Background: an optimization exercise with open tools, aiming at small area and a short achievable clock period. Do not read the settings as production practice. At most, simulation tests tie the RTL to the original design; equivalence was not proved. Power is estimated from default activity; no workload was simulated.

== job 101 ==
==> flow/design.v <==
module engines(clk, rst, a_1, a_2, a_3, b_1, b_2, b_3, P1_en, P2_en, mux_reset, c_sel, sel_m, Rs, Q, Vs, Vc, T);
  input clk, rst;
  input [7:0] a_1, a_2, a_3;
  input [7:0] b_1, b_2, b_3;
  input [1:0] sel_m;
  input mux_reset, P1_en;
  input [2:0] c_sel;
  input [1:0] P2_en;
  output reg [7:0] Rs, Q, Vs, Vc, T;
  wire e_s = sel_m == 2'b01, e_3 = sel_m == 2'b10, e_2 = sel_m == 2'b11;
  reg [1:0] sd1, sd2, sd3;
  reg [7:0] X11, X12, X13, X21, X22, X23, X31, X32;
  reg [7:0] B11, B12, B13, B21, B22, B23, B31, B32, B33;
  reg [7:0] D11, D12, D21, D22;
  reg t1, t2, t3, u1, u2;
  reg [7:0] PPQ, PPS;
  reg [7:0] c0, c1, c2, c3;
  wire g3_1 = sd1 == 2'b10, g2_1 = sd1 == 2'b11;
  wire g3_2 = sd2 == 2'b10, g2_2 = sd2 == 2'b11;
  wire g3_3 = sd3 == 2'b10;
  wire [7:0] BB11 = g3_1 & t1 ? B11 : g2_1 & u1 ? D11 : 8'd0;
  wire [7:0] BB12 = g3_2 & t1 ? B12 : g2_2 & u1 ? D12 : 8'd0;
  wire [7:0] BB13 = g3_3 & t1 ? B13 : 8'd0;
  wire [7:0] BB21 = g3_1 & t2 ? B21 : g2_1 & u2 ? D21 : 8'd0;
  wire [7:0] BB22 = g3_2 & t2 ? B22 : g2_2 & u2 ? D22 : 8'd0;
  wire [7:0] BB23 = g3_3 & t2 ? B23 : 8'd0;
  wire [7:0] M11 = X11 * BB11, M12 = X12 * BB12, M13 = X13 * BB13;
  wire [7:0] M21 = X21 * BB21, M22 = X22 * BB22, M23 = X23 * BB23;
  wire [7:0] M3_11 = sd1[0] ? 8'd0 : M11, M2_11 = sd1[0] ? M11 : 8'd0;
  wire [7:0] M3_12 = sd2[0] ? 8'd0 : M12, M2_12 = sd2[0] ? M12 : 8'd0;
  wire [7:0] M3_21 = sd1[0] ? 8'd0 : M21, M2_21 = sd1[0] ? M21 : 8'd0;
  wire [7:0] M3_22 = sd2[0] ? 8'd0 : M22, M2_22 = sd2[0] ? M22 : 8'd0;
  wire [7:0] PPQn = M3_11 + M3_12 + M13;
  wire [7:0] PPSn = M2_11 + M2_12;
  wire [7:0] Qn = PPQ + M3_21 + M3_22 + M23;
  wire [7:0] S = PPS + M2_21 + M2_22;
  wire n2 = P1_en & t2, n3 = ~P1_en & t3;
  wire [7:0] Bn32 = n2 ? B22 : n3 ? B32 : 8'd0;
  wire [7:0] Bn33 = n2 ? B23 : n3 ? B33 : 8'd0;
  wire [7:0] Bn31g = e_3 & n2 ? B21 : e_3 & n3 ? B31 : 8'd0;
  wire [7:0] X31g = g3_1 ? X31 : 8'd0;
  wire [7:0] X32g = g3_2 ? X32 : 8'd0;
  wire [7:0] Vsn, Vcn;
  function [15:0] csa;   
    input [7:0] x, y, z;
    csa = {x ^ y ^ z, ((x & y) | (x & z) | (y & z)) << 1};
  endfunction
  wire [7:0] r [0:23];
  genvar g;
  generate for (g = 0; g < 8; g = g + 1) begin: pp
    assign r[g]      = (a_3 & {8{Bn31g[g]}}) << g;
    assign r[g + 8]  = (X31g & {8{Bn32[g]}}) << g;
    assign r[g + 16] = (X32g & {8{Bn33[g]}}) << g;
  end endgenerate
  wire [7:0] l1 [0:15];
  generate for (g = 0; g < 8; g = g + 1) begin: L1
    assign {l1[2*g], l1[2*g+1]} = csa(r[3*g], r[3*g+1], r[3*g+2]);
  end endgenerate
  wire [7:0] l2 [0:10];
  generate for (g = 0; g < 5; g = g + 1) begin: L2
    assign {l2[2*g], l2[2*g+1]} = csa(l1[3*g], l1[3*g+1], l1[3*g+2]);
  end endgenerate
  assign l2[10] = l1[15];
  wire [7:0] l3 [0:7];
  generate for (g = 0; g < 3; g = g + 1) begin: L3
    assign {l3[2*g], l3[2*g+1]} = csa(l2[3*g], l2[3*g+1], l2[3*g+2]);
  end endgenerate
  assign l3[6] = l2[9]; assign l3[7] = l2[10];
  wire [7:0] l4 [0:5];
  generate for (g = 0; g < 2; g = g + 1) begin: L4
    assign {l4[2*g], l4[2*g+1]} = csa(l3[3*g], l3[3*g+1], l3[3*g+2]);
  end endgenerate
  assign l4[4] = l3[6]; assign l4[5] = l3[7];
  wire [7:0] l5 [0:3];
  generate for (g = 0; g < 2; g = g + 1) begin: L5
    assign {l5[2*g], l5[2*g+1]} = csa(l4[3*g], l4[3*g+1], l4[3*g+2]);
  end endgenerate
  wire [7:0] l6a, l6b;
  assign {l6a, l6b} = csa(l5[0], l5[1], l5[2]);
  assign {Vsn, Vcn} = csa(l6a, l6b, l5[3]);
  wire [7:0] b1s = e_s ? b_1 : 8'd0;
  wire [7:0] Rsn = (mux_reset ? 8'd0 : Rs) + a_1 * b1s;
  reg [7:0] slot;
  always @(*) case (c_sel[1:0])
    2'd0: slot = c0; 2'd1: slot = c1; 2'd2: slot = c2; default: slot = c3;
  endcase
  wire [7:0] acc = slot + S;
  always @(posedge clk or posedge rst) begin
    if (rst) begin
      sd1 <= 0; sd2 <= 0; sd3 <= 0;
      X11 <= 0; X12 <= 0; X13 <= 0; X21 <= 0; X22 <= 0; X23 <= 0; X31 <= 0; X32 <= 0;
      B11 <= 0; B12 <= 0; B13 <= 0; B21 <= 0; B22 <= 0; B23 <= 0; B31 <= 0; B32 <= 0; B33 <= 0;
      D11 <= 0; D12 <= 0; D21 <= 0; D22 <= 0;
      t1 <= 0; t2 <= 0; t3 <= 0; u1 <= 0; u2 <= 0;
      PPQ <= 0; PPS <= 0;
      Rs <= 0; Q <= 0; Vs <= 0; Vc <= 0;
      c0 <= 0; c1 <= 0; c2 <= 0; c3 <= 0; T <= 0;
    end else begin
      sd1 <= sel_m; sd2 <= sd1; sd3 <= sd2;
      X11 <= a_1; X12 <= X11; X13 <= X12;
      X21 <= a_2; X22 <= X21; X23 <= X22;
      X31 <= a_3; X32 <= X31;
      if (P1_en) begin
        B11 <= b_1; B12 <= b_2; B13 <= b_3; t1 <= e_3;
        B21 <= B11; B22 <= B12; B23 <= B13; t2 <= t1;
        B31 <= B21; B32 <= B22; B33 <= B23; t3 <= t2;
      end
      if (P2_en[0]) begin D11 <= b_1; D12 <= b_2; u1 <= e_2; end
      if (P2_en[1]) begin D21 <= D11; D22 <= D12; u2 <= u1; end
      PPQ <= PPQn; PPS <= PPSn;
      Rs <= Rsn; Q <= Qn; Vs <= Vsn; Vc <= Vcn;
      if (c_sel[2]) begin
        T <= acc;
        case (c_sel[1:0])
          2'd0: c0 <= acc; 2'd1: c1 <= acc; 2'd2: c2 <= acc; default: c3 <= acc;
        endcase
      end else T <= 8'd0;
    end
  end
endmodule
module computation_module(clk, rst, a_1, a_2, a_3, b_1, b_2, b_3, P1_en, P2_en, mux_reset, c_sel, sel_m, out);
  input clk, rst;
  input [7:0] a_1, a_2, a_3;
  input [7:0] b_1, b_2, b_3;
  input [1:0] sel_m;
  input mux_reset, P1_en;
  input [2:0] c_sel;
  input [1:0] P2_en;
  output reg [7:0] out;
  wire [7:0] Rs, Q, Vs, Vc, T;
  engines u_e(clk, rst, a_1, a_2, a_3, b_1, b_2, b_3, P1_en, P2_en, mux_reset, c_sel, sel_m, Rs, Q, Vs, Vc, T);
  function [15:0] csa;   
    input [7:0] x, y, z;
    csa = {x ^ y ^ z, ((x & y) | (x & z) | (y & z)) << 1};
  endfunction
  wire [7:0] os, oc;
  assign {os, oc} = csa(Q, Vs, Vc);
  wire [7:0] o3 = os + oc;
  wire [7:0] o;
  outmux u_o(sel_m, Rs, o3, T, o);
  always @(*) out = o;
endmodule
module outmux(s, r, p, t, o);
  input [1:0] s;
  input [7:0] r, p, t;
  output reg [7:0] o;
  always @(*) case (s)
    2'b00: o = 8'd0;
    2'b01: o = r;
    2'b10: o = p;
    default: o = t;
  endcase
endmodule
Settings: LEC_CHECK=0, ABC_AREA=1, CAP_MARGIN=20, CORE_MARGIN=2, CORE_UTILIZATION=60, SLEW_MARGIN=20, SYNTH_HIERARCHICAL=1; clock period 11.0 ns.
standard.sh (not shown) runs the stock make flow with config.mk's settings and CLKGATE_MAP_FILE= SYNTH_SCRIPT=/design/flow/synth_recipe.tcl, a recipe that flattens the netlist after the stock synthesis.
==> flow/flow/run.sh <==
#!/bin/bash
set -euo pipefail
cd "$(dirname "$0")/.."
bash standard.sh ADDER_MAP_FILE= SETUP_SLACK_MARGIN=5.6 "BUFFER_PORTS_ARGS=-buffer_cell sky130_fd_sc_hd__buf_4" finish > standard_flow.log 2>&1
For job 102, these inputs were changed with respect to job 101:
-- flow/design.v --
<<< job 101, line 13
  reg [7:0] B11, B12, B13, B21, B22, B23, B31, B32, B33;
  reg [7:0] D11, D12, D21, D22;
  reg t1, t2, t3, u1, u2;
  reg [7:0] PPQ, PPS;
  reg [7:0] c0, c1, c2, c3;
>>> job 102, line 13
  reg [7:0] B11, B12, B13, B21, B22, B23, B31, B32, B33;
  reg [7:0] D11, D12, D21, D22;
  reg [7:0] PPQ, PPS;
  reg [7:0] c0, c1, c2, c3;
<<< job 101, line 19
  wire g3_2 = sd2 == 2'b10, g2_2 = sd2 == 2'b11;
  wire g3_3 = sd3 == 2'b10;
  wire [7:0] BB11 = g3_1 & t1 ? B11 : g2_1 & u1 ? D11 : 8'd0;
  wire [7:0] BB12 = g3_2 & t1 ? B12 : g2_2 & u1 ? D12 : 8'd0;
  wire [7:0] BB13 = g3_3 & t1 ? B13 : 8'd0;
  wire [7:0] BB21 = g3_1 & t2 ? B21 : g2_1 & u2 ? D21 : 8'd0;
  wire [7:0] BB22 = g3_2 & t2 ? B22 : g2_2 & u2 ? D22 : 8'd0;
  wire [7:0] BB23 = g3_3 & t2 ? B23 : 8'd0;
  wire [7:0] M11 = X11 * BB11, M12 = X12 * BB12, M13 = X13 * BB13;
  wire [7:0] M21 = X21 * BB21, M22 = X22 * BB22, M23 = X23 * BB23;
>>> job 102, line 18
  wire g3_2 = sd2 == 2'b10, g2_2 = sd2 == 2'b11;
  wire g3_3 = sd3 == 2'b10;
  wire [7:0] BB11 = g3_1 ? B11 : g2_1 ? D11 : 8'd0;
  wire [7:0] BB12 = g3_2 ? B12 : g2_2 ? D12 : 8'd0;
  wire [7:0] BB13 = g3_3 ? B13 : 8'd0;
  wire [7:0] BB21 = g3_1 ? B21 : g2_1 ? D21 : 8'd0;
  wire [7:0] BB22 = g3_2 ? B22 : g2_2 ? D22 : 8'd0;
  wire [7:0] BB23 = g3_3 ? B23 : 8'd0;
  wire [7:0] M11 = X11 * BB11, M12 = X12 * BB12, M13 = X13 * BB13;
  wire [7:0] M21 = X21 * BB21, M22 = X22 * BB22, M23 = X23 * BB23;
<<< job 101, line 35
  wire [7:0] Qn = PPQ + M3_21 + M3_22 + M23;
  wire [7:0] S = PPS + M2_21 + M2_22;
  wire n2 = P1_en & t2, n3 = ~P1_en & t3;
  wire [7:0] Bn32 = n2 ? B22 : n3 ? B32 : 8'd0;
  wire [7:0] Bn33 = n2 ? B23 : n3 ? B33 : 8'd0;
  wire [7:0] Bn31g = e_3 & n2 ? B21 : e_3 & n3 ? B31 : 8'd0;
  wire [7:0] X31g = g3_1 ? X31 : 8'd0;
  wire [7:0] X32g = g3_2 ? X32 : 8'd0;
>>> job 102, line 34
  wire [7:0] Qn = PPQ + M3_21 + M3_22 + M23;
  wire [7:0] S = PPS + M2_21 + M2_22;
  wire [7:0] Bn31 = P1_en ? B21 : B31;
  wire [7:0] Bn32 = P1_en ? B22 : B32;
  wire [7:0] Bn33 = P1_en ? B23 : B33;
  wire [7:0] Bn31g = e_3 ? Bn31 : 8'd0;
  wire [7:0] X31g = g3_1 ? X31 : 8'd0;
  wire [7:0] X32g = g3_2 ? X32 : 8'd0;
<<< job 101, line 92
      B11 <= 0; B12 <= 0; B13 <= 0; B21 <= 0; B22 <= 0; B23 <= 0; B31 <= 0; B32 <= 0; B33 <= 0;
      D11 <= 0; D12 <= 0; D21 <= 0; D22 <= 0;
      t1 <= 0; t2 <= 0; t3 <= 0; u1 <= 0; u2 <= 0;
      PPQ <= 0; PPS <= 0;
      Rs <= 0; Q <= 0; Vs <= 0; Vc <= 0;
>>> job 102, line 91
      B11 <= 0; B12 <= 0; B13 <= 0; B21 <= 0; B22 <= 0; B23 <= 0; B31 <= 0; B32 <= 0; B33 <= 0;
      D11 <= 0; D12 <= 0; D21 <= 0; D22 <= 0;
      PPQ <= 0; PPS <= 0;
      Rs <= 0; Q <= 0; Vs <= 0; Vc <= 0;
<<< job 101, line 102
      X31 <= a_3; X32 <= X31;
      if (P1_en) begin
        B11 <= b_1; B12 <= b_2; B13 <= b_3; t1 <= e_3;
        B21 <= B11; B22 <= B12; B23 <= B13; t2 <= t1;
        B31 <= B21; B32 <= B22; B33 <= B23; t3 <= t2;
      end
      if (P2_en[0]) begin D11 <= b_1; D12 <= b_2; u1 <= e_2; end
      if (P2_en[1]) begin D21 <= D11; D22 <= D12; u2 <= u1; end
      PPQ <= PPQn; PPS <= PPSn;
      Rs <= Rsn; Q <= Qn; Vs <= Vsn; Vc <= Vcn;
>>> job 102, line 100
      X31 <= a_3; X32 <= X31;
      if (P1_en) begin
        B11 <= e_3 ? b_1 : 8'd0; B12 <= e_3 ? b_2 : 8'd0; B13 <= e_3 ? b_3 : 8'd0;
        B21 <= B11; B22 <= B12; B23 <= B13;
      end
      B31 <= Bn31; B32 <= Bn32; B33 <= Bn33;
      if (P2_en[0]) begin D11 <= e_2 ? b_1 : 8'd0; D12 <= e_2 ? b_2 : 8'd0; end
      if (P2_en[1]) begin D21 <= D11; D22 <= D12; end
      PPQ <= PPQn; PPS <= PPSn;
      Rs <= Rsn; Q <= Qn; Vs <= Vsn; Vc <= Vcn;
<<< job 101, line 137
  assign {os, oc} = csa(Q, Vs, Vc);
  wire [7:0] o3 = os + oc;
  wire [7:0] o;
  outmux u_o(sel_m, Rs, o3, T, o);
  always @(*) out = o;
endmodule
module outmux(s, r, p, t, o);
  input [1:0] s;
  input [7:0] r, p, t;
  output reg [7:0] o;
  always @(*) case (s)
    2'b00: o = 8'd0;
    2'b01: o = r;
    2'b10: o = p;
    default: o = t;
  endcase
endmodule
>>> job 102, line 135
  assign {os, oc} = csa(Q, Vs, Vc);
  wire [7:0] o3 = os + oc;
  always @(*) case (sel_m)
    2'b00: out = 8'd0;
    2'b01: out = Rs;
    2'b10: out = o3;
    default: out = T;
  endcase
endmodule
==> comparison <==
Number of inverters outside the clock class in the layout ends up lower on job 101.
Taking job 101 as the reference point, the number of distinct library cells after synthesis of job 102 rises by 1.6%.
Compared with job 101, in job 102 met1 routed wirelength after detailed routing lost about 4.6%, area added between synthesis and finish lost 0.94 points.
Between job 102 and job 101, met2 wire length is lower for job 102, job 101 comes in above that.
Going from job 101 to job 102, fraction of final layout cells sized beyond drive strength 1 grows by 0.29 points.
Combinational-cell power consumption in job 102 is about 32% above job 101.
Synthesized-area fraction occupied by adder cells was lower in the run labelled job 101.
In job 102, worst setup margin is higher than in job 101.
Going from job 101 to job 102, the share of the core filled with cells in the final layout was found to have gone down by 0.99 points.
Delta (job 102 minus job 101): accumulated negative setup slack neither gained nor lost much, proportion of synthesized area in mux cells lost 0.19 points, worst-case headroom to the max-slew limit picked up an extra 9.5 points.
Going from job 101 to job 102, the hold slack was found to have gone up by 0.0042 ns.
For job 101, only the layout was checked, not whether the RTL still works.

## re-timing with driven ports
No port has a modelled driver above. Below, the same layouts with a new extraction and two added sets of constraints.
Step 1 sets driving cells, clkbuf_16 on the clock port and buf_2 on the other inputs (assumed; they add their load-dependent delay and slew).
Step 2 moves the port delays by t, midway between the first and last clock arrival at a register: inputs arrive t later, outputs are due t later. That takes back most of the time a late clock gives input paths.
Three values: ideal, step 1, step 2; two values: the first two.
run | t, ns | slack for setup (ns) | worst setup path at the end | worst slew at a driven data input, ns
job 101 | 0.643 | 5.637 / 5.511 / 4.868 | input to register | 0.20
job 102 | 0.623 | 5.709 / 5.663 / 5.185 | input to register | 0.08
After both steps every run listed still meets setup and hold. The setup slack of job 101, which loses most, moves by -0.126 ns with the drivers and by -0.769 ns with both steps.
